This design comes from an exercise in tuning for small area on the open sky130 flow, not from production work.
The RTL was checked by simulation tests, not by an equivalence proof against the original design.
No driver is modelled on the clock port, so clocking that relies on it looks cheaper here than on a real chip.
No activity file was given, so power comes from the tool's default toggle rates.

--- flow/constraint.sdc ---
create_clock -name core_clock -period 6.0 [get_ports {CLK}]
set_input_delay 1.2000 -clock core_clock [delete_from_list [all_inputs] [get_ports {CLK}]]
set_output_delay 1.2000 -clock core_clock [all_outputs]
set_load 0.01 [all_outputs]
--- flow/flow/run.sh ---
#!/bin/bash
# Layout flow: the standard synthesis and layout (standard.sh), with
#  - before floorplanning, combinational cells that synthesis upsized are
#    set back to their smallest drive strength (flow/downsize.tcl),
#  - port buffers of the smallest buffer cell instead of the default choice,
#  - before ORFS's repair_design, slow nets are fixed by sizing their
#    drivers within their cell family or by one small buffer, whichever
#    is smaller (flow/fixnets.tcl),
#  - clock tree synthesis without dummy loads, with leaf clusters of up to
#    9 flip-flops on clkbuf_4, and clock buffers whose flip-flops see a
#    slow clock edge upsized (flow/clkfix.tcl).
# Each step's full output goes to its own log here; ORFS also keeps its
# per-stage logs under orfs/logs.
set -euo pipefail
F=$(pwd)/flow
bash standard.sh synth > synth.log 2>&1
bash standard.sh \
  "PRE_FLOORPLAN_TCL=$F/downsize.tcl" \
  "BUFFER_PORTS_ARGS=-buffer_cell sky130_fd_sc_hd__buf_1" \
  "PRE_RESIZE_TCL=$F/fixnets.tcl" \
  "CTS_ARGS=-sink_clustering_enable -repair_clock_nets -dont_use_dummy_load -buf_list sky130_fd_sc_hd__clkbuf_4 -sink_clustering_size 9 -sink_clustering_max_diameter 50" \
  "POST_CTS_TCL=$F/clkfix.tcl" \
  finish > layout.log 2>&1
--- flow/flow/downsize.tcl ---
# Before floorplanning: give every combinational cell that synthesis
# upsized the smallest drive strength of its cell family (same function
# and pins). The later repair steps resize again wherever timing, slew or
# capacitance need it. Flip-flops and latches are left as synthesized.
set db [ord::get_db]
set block [ord::get_db_block]
array set best {}
foreach lib [$db getLibs] {
  foreach m [$lib getMasters] {
    set n [$m getName]
    if {![regexp {^(sky130_fd_sc_hd__[a-z0-9]+)_([0-9]+)$} $n -> base sz]} continue
    set a [expr {[$m getWidth] * [$m getHeight]}]
    if {![info exists best($base)] || $a < [lindex $best($base) 1] ||
        ($a == [lindex $best($base) 1] && $sz == 1)} {
      set best($base) [list $m $a]
    }
  }
}
set dont [list]
foreach c $::env(DONT_USE_CELLS) { lappend dont $c }
set n 0
foreach inst [$block getInsts] {
  set m [$inst getMaster]
  set name [$m getName]
  if {![regexp {^(sky130_fd_sc_hd__[a-z0-9]+)_([0-9]+)$} $name -> base sz]} continue
  if {[regexp {__(df|dl|sdf|edf|sedf|conb|clk)} $name]} continue
  set b [lindex $best($base) 0]
  if {$b eq "" || [$b getName] eq $name} continue
  if {[lsearch -exact $dont [$b getName]] >= 0} continue
  if {[lindex $best($base) 1] >= [expr {[$m getWidth] * [$m getHeight]}]} continue
  $inst swapMaster $b
  incr n
}
puts "downsize: $n cells swapped to a smaller drive strength"
--- flow/flow/fixnets.tcl ---
estimate_parasitics -placement
set ::fix_slew [expr {1.5 * 0.75}]
set ::db [ord::get_db]
proc fam_sizes {name} {
  if {![regexp {^(sky130_fd_sc_hd__[a-z0-9]+)_([0-9]+)$} $name -> base sz]} { return {} }
  set l {}
  foreach lib [$::db getLibs] {
    foreach m [$lib getMasters] {
      if {[regexp "^${base}_(\[0-9\]+)\$" [$m getName] -> s]} {
        lappend l [list $s [$m getName] [expr {[$m getWidth] * [$m getHeight] / 1e6}]]
      }
    }
  }
  return [lsort -real -index 2 [lsort -integer -index 0 $l]]
}
proc cell_area {name} {
  set m [$::db findMaster $name]
  return [expr {[$m getWidth] * [$m getHeight] / 1e6}]
}
set ::fix_cap 0.65
# max_capacitance of each cell's outputs, from the liberty files
array set ::maxcap {}
foreach libf $::env(LIB_FILES) {
  set fh [open $libf r]
  set cur ""
  while {[gets $fh line] >= 0} {
    if {[regexp {^\s*cell\s*\(\s*"?([A-Za-z0-9_]+)"?\s*\)} $line -> c]} { set cur $c; continue }
    if {$cur ne "" && [regexp {^\s*max_capacitance\s*:\s*([0-9.eE+-]+)} $line -> v]} {
      if {![info exists ::maxcap($cur)] || $v < $::maxcap($cur)} { set ::maxcap($cur) $v }
    }
  }
  close $fh
}
proc slew_ok {pin} {
  if {[get_property $pin slew_max] > $::fix_slew} { return 0 }
  set cell [get_property [get_cells -of $pin] ref_name]
  if {[info exists ::maxcap($cell)]} {
    set c [sta::Net_capacitance [get_nets -of $pin] [sta::cmd_scene] max]
    if {$c > $::fix_cap * $::maxcap($cell) * 1e-12} { return 0 }
  }
  return 1
}
set bufs {sky130_fd_sc_hd__buf_2 sky130_fd_sc_hd__buf_4 sky130_fd_sc_hd__buf_6 sky130_fd_sc_hd__buf_8 sky130_fd_sc_hd__buf_12 sky130_fd_sc_hd__buf_16}
set fixed 0
set buffered 0
set left 0
foreach inst [get_cells *] {
  set ref [get_property $inst ref_name]
  if {[regexp {__(df|dl|sdf|edf|sedf|conb|tap|fill|decap)} $ref]} continue
  set outs [get_pins -of $inst -filter "direction==output"]
  if {[llength $outs] != 1} continue
  set op [lindex $outs 0]
  if {[slew_ok $op]} continue
  set a0 [cell_area $ref]
  # fix 1: size within the family
  set fam ""
  foreach f [fam_sizes $ref] {
    replace_cell $inst [lindex $f 1]
    if {[slew_ok $op]} { set fam [lindex $f 1]; break }
  }
  set fam_cost [expr {$fam eq "" ? 1e9 : [cell_area $fam] - $a0}]
  if {$fam_cost <= [cell_area sky130_fd_sc_hd__buf_2]} { incr fixed; continue }
  # fix 2: original size plus one buffer
  replace_cell $inst $ref
  set net [get_full_name [get_nets -of $op]]
  estimate_parasitics -placement
  insert_buffer -buffer_cell sky130_fd_sc_hd__buf_2 -net $net
  estimate_parasitics -placement
  set bcell [get_cells -of [get_pins -of [get_nets -of $op] -filter "direction==input"]]
  set bpin [get_pins -of $bcell -filter "direction==output"]
  set bok ""
  foreach b $bufs {
    replace_cell $bcell $b
    if {[slew_ok $bpin] && [slew_ok $op]} { set bok $b; break }
  }
  if {$bok ne "" && [cell_area $bok] < $fam_cost} { incr buffered; continue }
  estimate_parasitics -placement
  remove_buffers [list $bcell]
  estimate_parasitics -placement
  if {$fam ne ""} { replace_cell $inst $fam; incr fixed } else { incr left }
}
estimate_parasitics -placement
puts "fixnets: resized $fixed drivers, buffered $buffered nets, $left left to repair_design"
--- flow/config.mk ---
export PLATFORM = sky130hd
export DESIGN_NAME = lab_3_register_file
export DESIGN_NICKNAME = lab_3_register_file
export VERILOG_FILES = /design/flow/design.v
export SDC_FILE = /design/flow/constraint.sdc
export NUM_CORES = 4
export LEC_CHECK = 0
export CAP_MARGIN = 10
export CORE_MARGIN = 2
export CORE_UTILIZATION = 50
export GPL_TIMING_DRIVEN = 0
export SETUP_SLACK_MARGIN = 0.3
export SLEW_MARGIN = 10
export SYNTH_HIERARCHICAL = 1
export SYNTH_MINIMUM_KEEP_SIZE = 0
--- flow/flow/clkfix.tcl ---
# After CTS: upsize (within the clkbuf family) each clock buffer that
# drives a flip-flop clock pin whose estimated slew is above the target,
# then legalize the placement again.
set clk_target 0.108

proc clk_next {name} {
  set order {sky130_fd_sc_hd__clkbuf_1 sky130_fd_sc_hd__clkbuf_2 sky130_fd_sc_hd__clkbuf_4 sky130_fd_sc_hd__clkbuf_8 sky130_fd_sc_hd__clkbuf_16}
  set i [lsearch $order $name]
  if {$i < 0 || $i == [llength $order] - 1} { return "" }
  return [lindex $order [expr {$i + 1}]]
}
set total 0
for {set it 0} {$it < 4} {incr it} {
  estimate_parasitics -placement
  array unset drv
  foreach pin [all_registers -clock_pins] {
    set s 0
    foreach e {rise fall} { set x [get_property $pin slew_max_$e]; if {$x > $s} { set s $x } }
    if {$s <= $clk_target} continue
    set net [get_nets -of $pin]
    foreach d [get_pins -of $net -filter "direction==output"] { set drv([get_full_name [get_cells -of $d]]) 1 }
  }
  set n 0
  foreach i [array names drv] {
    set c [get_cells $i]
    set nx [clk_next [get_property $c ref_name]]
    if {$nx eq ""} continue
    replace_cell $c $nx
    incr n
  }
  puts "clkfix: pass $it upsized $n clock buffers"
  incr total $n
  if {$n == 0} break
}
estimate_parasitics -placement
puts "clkfix: upsized $total in all"
detailed_placement
check_placement -verbose
--- flow/standard.sh ---
#!/bin/bash
# synth_recipe.tcl (not shown) runs the flow's synth.tcl, then flattens the netlist and writes it again
# the make line also repeats each setting of config.mk as NAME=value (left out here)
make -C /OpenROAD-flow-scripts/flow DESIGN_CONFIG=/design/flow/config.mk WORK_HOME=/design/flow/orfs CLKGATE_MAP_FILE= SYNTH_SCRIPT=/design/flow/synth_recipe.tcl "${@:-finish}"
--- flow/design.v ---
module pre4 (
  input  wire       en,
  input  wire [1:0] a,
  output wire [3:0] y
);
  assign y[0] = en & ~a[1] & ~a[0];
  assign y[1] = en & ~a[1] &  a[0];
  assign y[2] = en &  a[1] & ~a[0];
  assign y[3] = en &  a[1] &  a[0];
endmodule
module pre4r (
  input  wire [1:0] a,
  output wire [3:0] y
);
  assign y[0] = ~a[1] & ~a[0];
  assign y[1] = ~a[1] &  a[0];
  assign y[2] =  a[1] & ~a[0];
  assign y[3] =  a[1] &  a[0];
endmodule
module pre8 (
  input  wire [2:0] a,
  output wire [7:0] y
);
  genvar j;
  generate
    for (j = 0; j < 8; j = j + 1) begin : g
      assign y[j] = (a == j);
    end
  endgenerate
endmodule
module wline (
  input  wire hi,
  input  wire lo,
  output wire load,
  output wire load_n
);
  assign load_n = ~(hi & lo);
  assign load   = ~load_n;
endmodule
module rline (
  input  wire hi,
  input  wire lo,
  input  wire valid,
  output wire sel
);
  assign sel = hi & lo & valid;
endmodule
module wdec (
  input  wire        enable,
  input  wire [4:0]  selector,
  output wire [31:1] load,
  output wire [31:1] load_n
);
  wire [3:0] hi;
  wire [7:0] lo;
  pre4 ph (.en(enable), .a(selector[4:3]), .y(hi));
  pre8 pl (.a(selector[2:0]), .y(lo));
  genvar i;
  generate
    for (i = 1; i < 32; i = i + 1) begin : g
      wline u (.hi(hi[i/8]), .lo(lo[i%8]), .load(load[i]), .load_n(load_n[i]));
    end
  endgenerate
endmodule
module and2m (
  input  wire a,
  input  wire b,
  output wire y
);
  assign y = a & b;
endmodule
module aoi222 (
  input  wire a0, b0, a1, b1, a2, b2,
  output wire y
);
  assign y = ~((a0 & b0) | (a1 & b1) | (a2 & b2));
endmodule
module aoi22 (
  input  wire a0, b0, a1, b1,
  output wire y
);
  assign y = ~((a0 & b0) | (a1 & b1));
endmodule
module nand3d (
  input  wire [2:0] a,
  output wire       y
);
  assign y = ~(&a);
endmodule
module nand2d (
  input  wire [1:0] a,
  output wire       y
);
  assign y = ~(&a);
endmodule
module vsel (
  input  wire [3:0]  hi,
  input  wire [7:0]  lo,
  input  wire [31:1] valid,
  output wire        y
);
  wire [31:0] v = {valid, 1'b0};
  wire [3:0]  g;
  wire [1:0]  h;
  genvar k;
  generate
    for (k = 0; k < 4; k = k + 1) begin : a
      wire [2:0] t;
      aoi222 u0 (.a0(lo[0]), .b0(v[8*k+0]), .a1(lo[1]), .b1(v[8*k+1]), .a2(lo[2]), .b2(v[8*k+2]), .y(t[0]));
      aoi222 u1 (.a0(lo[3]), .b0(v[8*k+3]), .a1(lo[4]), .b1(v[8*k+4]), .a2(lo[5]), .b2(v[8*k+5]), .y(t[1]));
      aoi22  u2 (.a0(lo[6]), .b0(v[8*k+6]), .a1(lo[7]), .b1(v[8*k+7]), .y(t[2]));
      nand3d u3 (.a(t), .y(g[k]));
    end
  endgenerate
  aoi22  h0 (.a0(hi[0]), .b0(g[0]), .a1(hi[1]), .b1(g[1]), .y(h[0]));
  aoi22  h1 (.a0(hi[2]), .b0(g[2]), .a1(hi[3]), .b1(g[3]), .y(h[1]));
  nand2d ho (.a(h), .y(y));
endmodule
module rdec (
  input  wire [4:0]  selector,
  input  wire [31:1] valid,
  input  wire        phase,
  output wire [31:1] sel,
  output wire        flip
);
  wire [3:0] hi;
  wire [7:0] lo;
  wire       any;
  pre4r ph (.a(selector[4:3]), .y(hi));
  pre8 pl (.a(selector[2:0]), .y(lo));
  genvar i;
  generate
    for (i = 1; i < 32; i = i + 1) begin : g
      rline u (.hi(hi[i/8]), .lo(lo[i%8]), .valid(valid[i]), .sel(sel[i]));
    end
  endgenerate
  vsel uv (.hi(hi), .lo(lo), .valid(valid), .y(any));
  and2m uf (.a(phase), .b(any), .y(flip));
endmodule
module hold_bit (
  input  wire load,
  input  wire load_n,
  input  wire din,
  input  wire q,
  output wire d
);
  assign d = ~((load_n | din) & (load | q));
endmodule
module wpol (
  input  wire a,
  input  wire phase,
  output wire y
);
  assign y = a ^ phase;
endmodule
module aoi3 (
  input  wire s0, d0, s1, d1, s2, d2,
  output wire y
);
  assign y = ~((s0 & d0) | (s1 & d1) | (s2 & d2));
endmodule
module nand_1 (
  input  wire s0, d0,
  output wire y
);
  assign y = ~(s0 & d0);
endmodule
module nand4m (
  input  wire [3:0] a,
  output wire       y
);
  assign y = ~(&a);
endmodule
module nand3m (
  input  wire [2:0] a,
  output wire       y
);
  assign y = ~(&a);
endmodule
module nor3m (
  input  wire [2:0] a,
  output wire       y
);
  assign y = ~(|a);
endmodule
module xnor2m (
  input  wire a,
  input  wire b,
  output wire y
);
  assign y = ~(a ^ b);
endmodule
module mux_bit (
  input  wire [31:1] sel,
  input  wire [31:1] data,
  input  wire        flip,
  output wire        y
);
  wire [10:0] t;
  genvar k;
  generate
    for (k = 0; k < 10; k = k + 1) begin : g
      aoi3 u (.s0(sel[3*k+1]), .d0(data[3*k+1]),
               .s1(sel[3*k+2]), .d1(data[3*k+2]),
               .s2(sel[3*k+3]), .d2(data[3*k+3]), .y(t[k]));
    end
  endgenerate
  nand_1 u31 (.s0(sel[31]), .d0(data[31]), .y(t[10]));
  wire [2:0] u;
  wire       n;
  nand4m o0 (.a(t[3:0]),  .y(u[0]));
  nand4m o1 (.a(t[7:4]),  .y(u[1]));
  nand3m o2 (.a(t[10:8]), .y(u[2]));
  nor3m  o3 (.a(u), .y(n));
  xnor2m o4 (.a(n), .b(flip), .y(y));
endmodule
module lab_3_register_file (Da, Db, Dc, CLK, reset, rs1, rs2, rd, wenable);
 input  wire CLK, reset, wenable;
 input  wire [4:0] rs1, rs2, rd;
 input  wire [31:0] Dc;
 output wire [31:0] Da, Db;
 wire [31:1] load, load_n, sel1, sel2;
 wire        flip1, flip2;
 wire [31:0] wd;
 reg  [31:1] valid;
 reg         phase;
 wdec decw (.enable(wenable), .selector(rd), .load(load), .load_n(load_n));
 rdec dec1 (.selector(rs1), .valid(valid), .phase(phase), .sel(sel1), .flip(flip1));
 rdec dec2 (.selector(rs2), .valid(valid), .phase(phase), .sel(sel2), .flip(flip2));
 always @(posedge CLK or posedge reset)
   if (reset) begin
     valid <= 31'd0;
     phase <= 1'b0;
   end else begin
     valid <= valid | load;
     phase <= ~phase;
   end
 wire [31:1] col [0:31];
 genvar i, b;
 generate
   for (b = 0; b < 32; b = b + 1) begin : w
     wpol wp (.a(Dc[b]), .phase(phase), .y(wd[b]));
   end
   for (i = 1; i < 32; i = i + 1) begin : r
     reg  [31:0] q;
     wire [31:0] d;
     for (b = 0; b < 32; b = b + 1) begin : h
       hold_bit hb (.load(load[i]), .load_n(load_n[i]), .din(wd[b]), .q(q[b]), .d(d[b]));
       assign col[b][i] = q[b];
     end
     always @(posedge CLK) q <= d;
   end
   for (b = 0; b < 32; b = b + 1) begin : c
     mux_bit ma (.sel(sel1), .data(col[b]), .flip(flip1), .y(Da[b]));
     mux_bit mb (.sel(sel2), .data(col[b]), .flip(flip2), .y(Db[b]));
   end
 endgenerate
endmodule
==> results of run 1 <==
worst reg2reg max path, cell delays in order, from the launching register on:
cell	delay, ns
sky130_fd_sc_hd__dfrtp_2	0.61
sky130_fd_sc_hd__buf_12	0.27
sky130_fd_sc_hd__xor2_1	0.21
sky130_fd_sc_hd__buf_2	0.71
sky130_fd_sc_hd__o22ai_1	0.24
metal layers:
| layer | vias up | part of all wire | global-route usage |
|---|---|---|---|
| li1 | 15819 | - | - |
| met1 | 19793 | 0.34 | 0.589 |
| met2 | 4557 | 0.39 | 0.637 |
| met3 | 1063 | 0.19 | 0.230 |
| met4 | 10 | 0.075 | 0.304 |
| met5 | - | 0.00075 | 0 |
state kept, by name (all words and copies together), names as in the netlist:
register and cells:
phase 1, valid 31, r.q 992
worst max path at each step:
stage / to / depth (start not counted) / start / slack [ns]
6_report: Db[17] / 8 / rs2[2] / 0.29
5_1_grt: Da[0] / 8 / rs1[4] / 0.31
3_5_place_dp: Da[0] / 8 / rs1[0] / 0.14
3_3_place_gp: Db[28] / 9 / rs2[1] / -0.83
2_1_floorplan: Da[0] / 7 / rs1[2] / 1.38
through the flow:
stage          setup TNS, ns  hold slack [ns]  instances  area (um^2)   util
6_report                   0            0.241       4585        40700  0.550
5_1_grt                    0            0.263       4579        40700  0.550
3_5_place_dp               0            0.457       4436        39600  0.534
3_3_place_gp          -30.52            0.448       4389        38900  0.525
2_1_floorplan              0            0.441       3307        37300      -
where the power goes:
group | leakage [uW] | switching (uW) | internal (uW)
sequential | 0.00888 | 1320 | 8460
combinational | 0.00460 | 1420 | 1060
clock | 0.000628 | 2340 | 1050
cell usage in the layout, fill, tap and decap left out, types with 27 or more instances in the layout:
cell and n:
sky130_fd_sc_hd__dfrtp_1 31, sky130_fd_sc_hd__xor2_1 32, sky130_fd_sc_hd__a222oi_1 656, sky130_fd_sc_hd__and2_4 27, sky130_fd_sc_hd__nand2_1 79, sky130_fd_sc_hd__and3_4 53
sky130_fd_sc_hd__or2_1 31, sky130_fd_sc_hd__buf_1 113, sky130_fd_sc_hd__clkbuf_4 135, sky130_fd_sc_hd__buf_2 46, sky130_fd_sc_hd__o22ai_1 992, sky130_fd_sc_hd__nand3_1 72
sky130_fd_sc_hd__nand4_1 128, sky130_fd_sc_hd__xnor2_1 64, sky130_fd_sc_hd__dfxtp_1 992, sky130_fd_sc_hd__nor3_1 66
cell type report, clock buffers not listed:
| cell class | instances | area [um^2] |
|---|---|---|
| well taps | 969 | 1210 |
| multi-input cells | 2281 | 17100 |
| diodes | 13 | 32.5 |
| inverters | 2 | 7.51 |
| fillers | 6450 | 33300 |
| flip-flops and latches | 1024 | 20700 |
| repair buffers | 160 | 674 |
==> run notes, run 1 <==
total clock sinks 1024; run status finished clean; CTS tree done; Die ar. 76700 um^2; Slowest-stage cell, CP sky130_fd_sc_hd__nand4_1; final cycle utilization of the critical path 0.952; average wire per cell in the routed design 41.7 um; worst-path fanout max 32; buffers and inverters on the worst path 2; drt first-iter violations 10868; Setup WS post-layout 0.290 ns; fraction of layout cells with a size suffix above 1 0.0855; Crit path required time 4.80 ns; per-cell via count in the routed design 8.99; cell leakage power 0.0141 uW; final hold viol count 0; power density normalized to cell area 384 nW/um^2; area inside the core boundary 74100 um^2; dominant delay contributor by cell family on the critical path simple AND/OR/NAND/NOR gates; startpoint types input pin; Reg2Reg Launch Point phase$_DFF_PP0_; Synthesized Nets 3357; I/O pin cnt 114; die boundary width 277 um; die height 277 um; DP HPWL 98800 um; antenna violations before repair 9; worst setup path class input pin to output port; global route overflow 0; DRC violations left 0; timing-limited maximum frequency 175 MHz; Final setup violation count 0; max-cap violations 0; RSZ-0062 raised after global routing false; Gate Count Post-Synth 3307; Max transition margin 0.212; number of nets with antenna violations after routing 0; count of buffers inserted at the top-level ports 113; pre-CTS setup slack 0.138 ns; capturing element type of the critical path output port; wire length of the first global-routing pass 267000 um; endpoint arrival time on the critical path 4.51 ns; worst-skew pair later-pin latency 1.10 ns; final total power 15600 uW; path depth of the worst reg2reg path 4; total count of max-transition violations in the final report 0; FF-to-FF setup slack 3.81 ns; initial standard-cell utilization of the core 0.503; DRT Wirelength 191000 um; worst hold-check path type input pin to asynchronous set/reset pin; time the worst path needs with I/O delays and setup 5.71 ns; routed vias 41242; GP Congestion 0.975; maximum single-stage delay on the critical path 0.65 ns; clock edge transition at the registers on the reported setup and hold paths 0.11 ns; cell row count 100; Slew @ Worst Pin 1.18 ns; Synth warnings 7; Tot GR Track Use 0.470; end of the worst register-to-register path r[25].q[2]$_DFF_P_; number of optimization iterations in the first detailed-route pass 15; Peak supply drop 213 uV; ordered cell list for the critical path buf_1, and3b_1, and3_2, a222oi_1, nand4_1, nor3_1, xnor2_1, buf_1; total number of nets in the final design 3655; skew final 0.0630 ns; maximum number of pins on one net before global-route repair 34; cell with the most instances on the worst path sky130_fd_sc_hd__buf_1; number of global-route vias before repair 39257
==> inputs of run 2 (changes only) <==
--- a/flow/flow/fixnets.tcl
+++ b/flow/flow/fixnets.tcl
@@ -18,5 +18,5 @@
   return [expr {[$m getWidth] * [$m getHeight] / 1e6}]
 }
-set ::fix_cap 0.65
+set ::fix_cap 0.70
 # max_capacitance of each cell's outputs, from the liberty files
 array set ::maxcap {}
==> run 2 against run 1 <==
Against the previous run:
- design area down 0.47%
- largest power group unchanged
- sequential power about the same
- clock skew fell by 0.016 ns
- largest cell class unchanged
==> run notes, run 2 <==
power share of the combinational group 0.158 (about the same); worst hold-check path type input pin to asynchronous set/reset pin; timing-limited maximum frequency 172 MHz (-1.5%); worst-skew pair later-pin latency 1.05 ns (-0.05 ns); power density normalized to cell area 386 nW/um^2 (+0.34%); number of fill cells in the layout 6555 (+1.6%); RSZ-0062 raised after global routing true; Tot GR Track Use 0.470 (about the same); global route overflow 0 (unchanged); startpoint types input pin; global routing usage on met1 0.586 (-0.00254); dominant delay contributor by cell family on the critical path simple AND/OR/NAND/NOR gates; DRC violations left 0 (unchanged); busiest layer in global routing met2; average wire per cell in the routed design 41.7 um (about the same); max-cap violations 0 (unchanged); maximum single-stage delay on the critical path 0.97 ns (+0.32 ns); count of buffers inserted at the top-level ports 113 (unchanged); switching fraction of total power 0.325 (about the same); cell row count 100 (unchanged); maximum number of pins on one net before global-route repair 34 (unchanged); final cycle utilization of the critical path 0.966 (+0.0147); pre-CTS setup slack 0.0868 ns (-0.0509 ns); Die ar. 76700 um^2 (unchanged); die boundary width 277 um (unchanged); ordered cell list for the critical path buf_1, nor3_1, and3_4, a222oi_1, nand4_1, nor3_1, xnor2_1, buf_1; worst-path fanout max 32 (unchanged); final hold viol count 0 (unchanged); GP Congestion 0.975 (unchanged); cell leakage power 0.0140 uW (-0.95%); share of the core filled with cells 0.547 (-0.00260); Largest Register r.q; number of flip-flops in the largest register 992 (unchanged); Peak supply drop 211 uV (-0.82%); total count of max-transition violations in the final report 0 (unchanged); per-cell via count in the routed design 8.98 (-0.18%); antenna violations before repair 12 (+3); Synth warnings 7 (unchanged); fraction of layout cells with a size suffix above 1 0.0842 (-0.00127); initial standard-cell utilization of the core 0.503 (unchanged); time the worst path needs with I/O delays and setup 5.80 ns (+0.0879 ns); skew final 0.0472 ns (-0.0158 ns); worst setup path class input pin to output port; Setup WS post-layout 0.202 ns (-0.0879 ns); number of optimization iterations in the first detailed-route pass 17 (+2); internal cell power 10600 uW (-0.14%); CTS tree done; endpoint arrival time on the critical path 4.60 ns (+0.09 ns); Worst setup startpoint rs1[2]; Slew @ Worst Pin 1.31 ns (+0.125 ns); Gate Count Post-Synth 3307 (unchanged); routed vias 41115 (-0.31%); net switching power of the design 5070 uW (-0.13%); I/O pin cnt 114 (unchanged); proportion of power drawn by flip-flops and latches 0.625 (about the same); biggest registers after layout r.q: 992 flops, valid: 31 flops, phase: 1 flops; number of nets with antenna violations after routing 0 (unchanged); number of non-filler instances in the completed layout 4579 (-0.13%); clock edge transition at the registers on the reported setup and hold paths 0.09 ns (-0.02 ns); die height 277 um (unchanged); commonest non-fill, non-tap cells in the layout 992 x sky130_fd_sc_hd__o22ai_1, 992 x sky130_fd_sc_hd__dfxtp_1, 656 x sky130_fd_sc_hd__a222oi_1; total clock sinks 1024 (unchanged); routing usage on met3 0.233 (+0.00278); DP HPWL 98700 um (-0.17%); capturing element type of the critical path output port; Reg2Reg Launch Point phase$_DFF_PP0_; number of instances in the placed design 4432 (-0.090%); wire length of the first global-routing pass 267000 um (about the same); Crit path required time 4.80 ns (about the same); drt first-iter violations 11640 (+7.1%); total number of nets in the final design 3650 (-0.14%); Synthesized Nets 3357 (unchanged); final total negative setup slack 0 ns (unchanged); Slowest-stage cell, CP sky130_fd_sc_hd__nor3_1; run status finished clean; clock share of power 0.217 (about the same); area inside the core boundary 74100 um^2 (unchanged); Final setup violation count 0 (unchanged); DRT Wirelength 191000 um (-0.11%); met2 Track Usage GR 0.634 (-0.00329); Max transition margin 0.129 (-0.0831); number of global-route vias before repair 39674 (+1.1%); buffers and inverters on the worst path 2 (unchanged); worst hold slack across all endpoints 0.285 ns (+0.0438 ns)
-- run 2: cell types whose count changed in the layout (fill, tap and decap cells not counted), moves of 3 or more --
cell / previous run / this run
sky130_fd_sc_hd__and3_2: 9 / 30
sky130_fd_sc_hd__nand2_2: 5 / 19
sky130_fd_sc_hd__and3_4: 53 / 32
sky130_fd_sc_hd__and2_2: 6 / 18
sky130_fd_sc_hd__and2_4: 27 / 15
sky130_fd_sc_hd__buf_2: 46 / 42
sky130_fd_sc_hd__nand2_4: 13 / 2
sky130_fd_sc_hd__nand2_1: 79 / 76
-- run 2: per-layer routing --
metal | up-vias | wire, um
met5 | - | 71
met4 | 12 | 15200
met3 | 1079 | 36200
met2 | 4487 | 74100
met1 | 19694 | 65400
li1 | 15843 | -
-- run 2: final timing paths --
path,slack [ns],endpoint,depth (start not counted)
max,0.20,Da[28],8
max reg2reg,3.81,r[22].q[2]$_DFF_P_,4
min,0.29,phase$_DFF_PP0_,2
min reg2reg,0.47,r[26].q[15]$_DFF_P_,1
min in group core_clock,0.47,r[26].q[15]$_DFF_P_,1
max in group asynchronous,5.20,phase$_DFF_PP0_,2
-- run 2: area by class of cell, clock buffers not listed --
class                           count  area (um^2)  area share
Antenna cell                       12         30.0    0.000741
Inverter                            2         7.51    0.000185
Multi-Input combinational cell   2281        17000       0.418
Sequential cell                  1024        20700       0.510
Tap cell                          969         1210      0.0299
Timing Repair Buffer              156          654      0.0161
-- run 2: power groups by stage --
stage                     Combinational (uW)  Sequential (uW)  Clock (uW)
final                                   2470             9770        3390
after floorplan                         1600             9500           0
after global routing                    2590             9930        3610
after detailed placement                2350             9810           0
after global placement                  2220             9670           0
-- run 2: metrics by stage --
stage	power (uW)	instance area, um^2
2_1_floorplan	11100	37300
3_3_place_gp	11900	38900
3_5_place_dp	12200	39400
5_1_grt	16100	40500
6_report	15600	40500

-- static timing again, ports no longer ideal --
No port has a modelled driver above. Below, the same layouts with a new extraction and two added sets of constraints. Step 1 (the two cells are an assumption about what drives the block):
set clk [get_ports {CLK}]
set_driving_cell -lib_cell sky130_fd_sc_hd__clkbuf_16 $clk
set_driving_cell -lib_cell sky130_fd_sc_hd__buf_2 [delete_from_list [all_inputs] $clk]
Step 2 moves the port delays by t, midway between the first and last clock arrival at a register: inputs arrive t later, outputs are due t later. That takes back most of the time a late clock gives input paths. Slacks: no drivers / after step 1 / after step 2; pairs: no drivers / after step 1.
| run | t (ns) | slack for setup (ns) | worst setup path after step 2 | worst data-port slew with drivers (ns) |
|---|---|---|---|---|
| run 1 | 1.114 | 0.290 / 0.174 / 0.174 | input to output | 0.12 |
| run 2 | 1.075 | 0.202 / 0.123 / 0.123 | input to output | 0.13 |
After both steps every run listed still meets setup and hold. The setup slack of run 1, which loses most, moves by -0.116 ns with the drivers and by -0.116 ns with both steps.
